Context: an optimization exercise on an open-source flow, tuned for small area, a short achievable clock period and few clock cycles per item. The choices shown serve that exercise and are no tape-out recipe. Only simulation tests tie the RTL to the original design; equivalence was not proved. Power and IR drop assume default switching activity.

File: flow/config.mk
export PLATFORM = sky130hd
export DESIGN_NAME = decrypt_rc4
export DESIGN_NICKNAME = decrypt_rc4
export VERILOG_FILES = /design/flow/design.v
export SDC_FILE = /design/flow/constraint.sdc
export NUM_CORES = 4
export LEC_CHECK = 0
export CAP_MARGIN = 20
export CORE_MARGIN = 2
export CORE_UTILIZATION = 55
export PLACE_DENSITY = 0.65
export SETUP_SLACK_MARGIN = 5
export SLEW_MARGIN = 20
export SYNTH_MEMORY_MAX_BITS = 4096
export TNS_END_PERCENT = 100
File: flow/design.v
`default_nettype none
module decrypt_rc4 #(
    parameter K_BYTES_LEN =  3,
    parameter M_BYTES_LEN = 16
) (
    input wire logic                                        clk,         
    input wire logic                                        reset,       
    input wire logic                                        enable,      
    input wire logic    [(K_BYTES_LEN * 8) - 1:0]           key,         
    input wire logic    [(M_BYTES_LEN * 8) - 1:0]           bytes_in,    
    output logic        [(M_BYTES_LEN * 8) - 1:0]           bytes_out,   
    output logic                                            done         
);
    logic st_idle, st_ksa, st_b0, st_a, st_b, st_done;
    logic [7:0]  si;         
    logic [7:0]  sp;         
    logic [7:0]  a;          
    logic [7:0]  kk;         
    logic [1:0]  kq;         
    logic [7:0]  pa, qa;     
    logic        we2;        
    logic [7:0]  n;          
    logic [15:0] w;          
    logic [7:0]   R [0:256-1];
    logic [255:0] dec;       
    logic [7:0]   x;         
    logic [7:0]   wr;        
    logic         init, we;
    assign init = st_idle | st_done;
    assign we   = (st_ksa & we2) | st_b0 | st_a;
    logic [7:0]  h, g;
    logic [3:0]  e0 [0:7];   
    logic [15:0] dlo;
    logic [31:0] dhi;
    assign h = pa ^ qa;
    assign g = pa & qa;
    always_comb begin
        for (int b = 0; b < 8; b++)
            for (int c = 0; c < 4; c++) begin
                if (b == 0)
                    e0[b][c] = (h[0] == c[1]);
                else
                    e0[b][c] = ((h[b] ^ c[1]) == (g[b-1] | (h[b-1] & ~c[0])));
            end
        for (int k = 0; k < 16; k++)
            dlo[k] = e0[0][{k[0], 1'b0}] & e0[1][{k[1], k[0]}] &
                     e0[2][{k[2], k[1]}] & e0[3][{k[3], k[2]}];
        for (int k = 0; k < 32; k++)    
            dhi[k] = e0[4][{k[1], k[0]}] & e0[5][{k[2], k[1]}] &
                     e0[6][{k[3], k[2]}] & e0[7][{k[4], k[3]}];
        for (int k = 0; k < 256; k++)
            dec[k] = dlo[k % 16] & dhi[k / 8];
    end
    always_comb begin
        x = 8'd0;
        for (int k = 0; k < 256; k++)
            x = x | ({8{dec[k]}} & R[(k + 1) % 256]);
    end
    always_comb begin
        wr = 8'd0;
        for (int k = 0; k < 16; k++)
            wr = wr | ({8{w[k]}} & R[(240 + k + 2) % 256]);
    end
    genvar p;
    generate
        for (p = 0; p < 256; p++) begin : g_ent
            logic [7:0] q;
            always_comb begin
                q = R[(p + 1) % 256];
                if (we && dec[p])
                    q = sp;
                if (p >= 240) begin
                    if (we && w[(p - 240) % 16])
                        q = x;
                end
                if (init)
                    q = p[7:0];
            end
            always_ff @(posedge clk)
                R[p] <= q;
        end
    endgenerate
    logic [7:0] knext;
    always_comb begin
        case (kq)
            2'd0:    knext = key[7:0];
            2'd1:    knext = key[15:8];
            default: knext = key[23:16];
        endcase
    end
    logic       fwd_new, fwd_old;
    logic [7:0] si_next;
    assign fwd_new = st_ksa & ((si ^ a) == 8'hff);    
    assign fwd_old = we & dec[0];                      
    assign si_next = fwd_new ? si : (fwd_old ? sp : R[1]);
    always_ff @(posedge clk) begin
        if (init) begin
            si  <= 8'd0;
            a   <= key[7:0] - 8'd2;
            kk  <= key[15:8];
            kq  <= 2'd2;
            pa  <= 8'd0;
            qa  <= 8'd0;
            we2 <= 1'b0;
            n   <= 8'd0;
            w   <= 16'h4000;
        end else if (st_ksa) begin
            si  <= si_next;
            sp  <= si;
            pa  <= a + si;
            a   <= a + si + kk - 8'd1;
            kk  <= knext;
            kq  <= (kq == 2'd2) ? 2'd0 : kq + 2'd1;
            we2 <= 1'b1;
            n   <= n + 8'd1;
        end else if (st_b0) begin
            si  <= si_next;
            sp  <= si_next;
            pa  <= fwd_old ? sp - 8'd2 : R[1] - 8'd2;
            w   <= 16'h8000;
            n   <= 8'd1;
        end else if (st_a) begin
            pa  <= x;
            qa  <= sp + ~{n[6:0], 1'b0};
            a   <= pa - 8'd2;
            w   <= w >> 1;
        end else if (st_b) begin
            si  <= wr;
            sp  <= wr;
            pa  <= a + wr;
            qa  <= 8'd0;
            n   <= n + 8'd1;
        end
    end
    logic [3:0] ob;
    assign ob = 4'd0 - n[3:0];
    generate
        for (p = 0; p < 16; p++) begin : g_out
            always_ff @(posedge clk)
                if (st_b && ob == p)
                    bytes_out[p*8 +: 8] <= bytes_in[p*8 +: 8] ^ x;
        end
    endgenerate
    always_ff @(posedge clk) begin
        done <= 1'b0;
        if (reset) begin
            st_idle <= 1'b1;
            st_ksa  <= 1'b0;
            st_b0   <= 1'b0;
            st_a    <= 1'b0;
            st_b    <= 1'b0;
            st_done <= 1'b0;
        end else begin
            if (st_idle && enable) begin
                st_idle <= 1'b0;
                st_ksa  <= 1'b1;
            end
            if (st_ksa && n == 8'd255) begin
                st_ksa <= 1'b0;
                st_b0  <= 1'b1;
            end
            if (st_b0) begin
                st_b0 <= 1'b0;
                st_a  <= 1'b1;
            end
            if (st_a) begin
                st_a <= 1'b0;
                st_b <= 1'b1;
            end
            if (st_b) begin
                st_b <= 1'b0;
                if (n == 8'd16) begin
                    st_done <= 1'b1;
                    done    <= 1'b1;
                end else begin
                    st_a <= 1'b1;
                end
            end
            if (st_done && !enable) begin
                st_done <= 1'b0;
                st_idle <= 1'b1;
            end
        end
    end
endmodule
File: flow/constraint.sdc
create_clock -name core_clock -period 8.0 [get_ports {clk}]
set_input_delay 1.6000 -clock core_clock [delete_from_list [all_inputs] [get_ports {clk}]]
set_output_delay 1.6000 -clock core_clock [all_outputs]
set_load 0.01 [all_outputs]
File: flow/run.sh
#!/bin/bash
# synth_recipe.tcl (not shown) runs the flow's synth.tcl, then flattens the netlist and writes it again
# the make line also repeats each setting of config.mk as NAME=value (left out here)
make -C /OpenROAD-flow-scripts/flow DESIGN_CONFIG=/design/flow/config.mk WORK_HOME=/design/flow/orfs CLKGATE_MAP_FILE= SYNTH_SCRIPT=/design/flow/synth_recipe.tcl finish
==> notes.md <==
## worst min-delay path by stage
stage                     cells past startpoint        end       from  slack (ns)
after global placement                        2   R[97][1]   R[98][1]        0.45
after detailed placement                      2   R[45][7]   R[46][7]        0.45
after CTS                                     2   R[30][7]   R[31][7]        0.45
after floorplan                               2  R[233][4]  R[234][4]        0.43
## layer usage
| layer | GRT overflow | track usage (%) |
|---|---|---|
| met3 | 3463 | 99.0 |
| met5 | 400 | 90.9 |
| met2 | 14200 | 134 |
| met4 | 3413 | 106 |
| met1 | 7492 | 109 |
## cells by family after synthesis
group	synth area share, %
AND/OR/NAND/NOR	28.3
multiplexers	1.96
AO/OA/AOI/OAI	17.1
flip-flops	46.0
XOR/XNOR	1.87
adder cells (fa/ha/maj)	0.769
buffers and inverters	4.01
## through the flow
step	setup slack [ns]	total power, mW	hold slack [ns]	cells	util [%]
2_1_floorplan	4.40	14.1	0.427	12800	-
3_3_place_gp	1.41	16.0	0.445	15100	59.5
3_5_place_dp	1.80	16.0	0.449	15100	59.6
4_1_cts	3.63	28.6	0.454	16200	71.6
## power by group through the flow
stage / Sequential [mW] / Clock (mW) / Combinational, mW
4_1_cts: 12.4 / 11.1 / 5.04
2_1_floorplan: 12.1 / 0 / 1.94
3_5_place_dp: 12.7 / 0 / 3.38
3_3_place_gp: 12.7 / 0 / 3.31
## repair_timing
| item | in CTS |
|---|---|
| hold endpoints to repair | 0 |
| gates resized for setup | 1980 |
| setup buffers | 642 |
| setup endpoints to repair | 2325 |
| pin swaps | 334 |
| gates cloned | 80 |
==> reports/results.ini <==
[run_status]
outcome = aborted with a tool error
failing_step = global routing
first-error = [ERROR GRT-0116] Global routing finished with congestion. Check the congestion regions in the DRC Viewer.

[logic_synthesis]
synth-edff-count = 152
synth_cells = 12800
yosysUniqueCellTypes = 91
synth_area_mm2 = 0.102
synth_area_per_cell_um2 = 7.93
syn_nets = 13000
synth.area.top_cells = dfxtp_1, nand2_1, nand3_1
ys.flop_type = dfxtp_1
ys_async_sr_fraction_pct = 0
yosys_warnings = 3
yosysSeqAreaShare_pct = 46.0
synth_top_cell_area_share_pct = 41.5
yosys.area.top_type = dfxtp_1
synthTopCellsByCount = nand2_1, dfxtp_1, nand3_1
synth_seq_cells = 2258
synth.most_common_cell = nand2_1

[place]
gp_congestion = 2.32
placedInstanceArea_mm2 = 0.109
io_buffers = 283
hpwl_mm = 663

[cts]
cts_sinks = 2258
clock-root-buffer = clkbuf_16
clk_path_buf_depth = 3
holdBufCountCts = 0
numCtsBuffers = 224
h-tree-depth = 4

[floorplan]
chipHeight_um = 434
num_io_pins = 284
start_util_pct = 55.4
die_w_um = 434
rows = 157

[grt]
grt_max_degree = 230
overflow = 29000
grt_usage_pct = 113
grt_pass1_vias = 141000
grt_pass1_wl_mm = 1430

Testbench counts, summed over its fixed seeds: cycles 18,616, items 64.
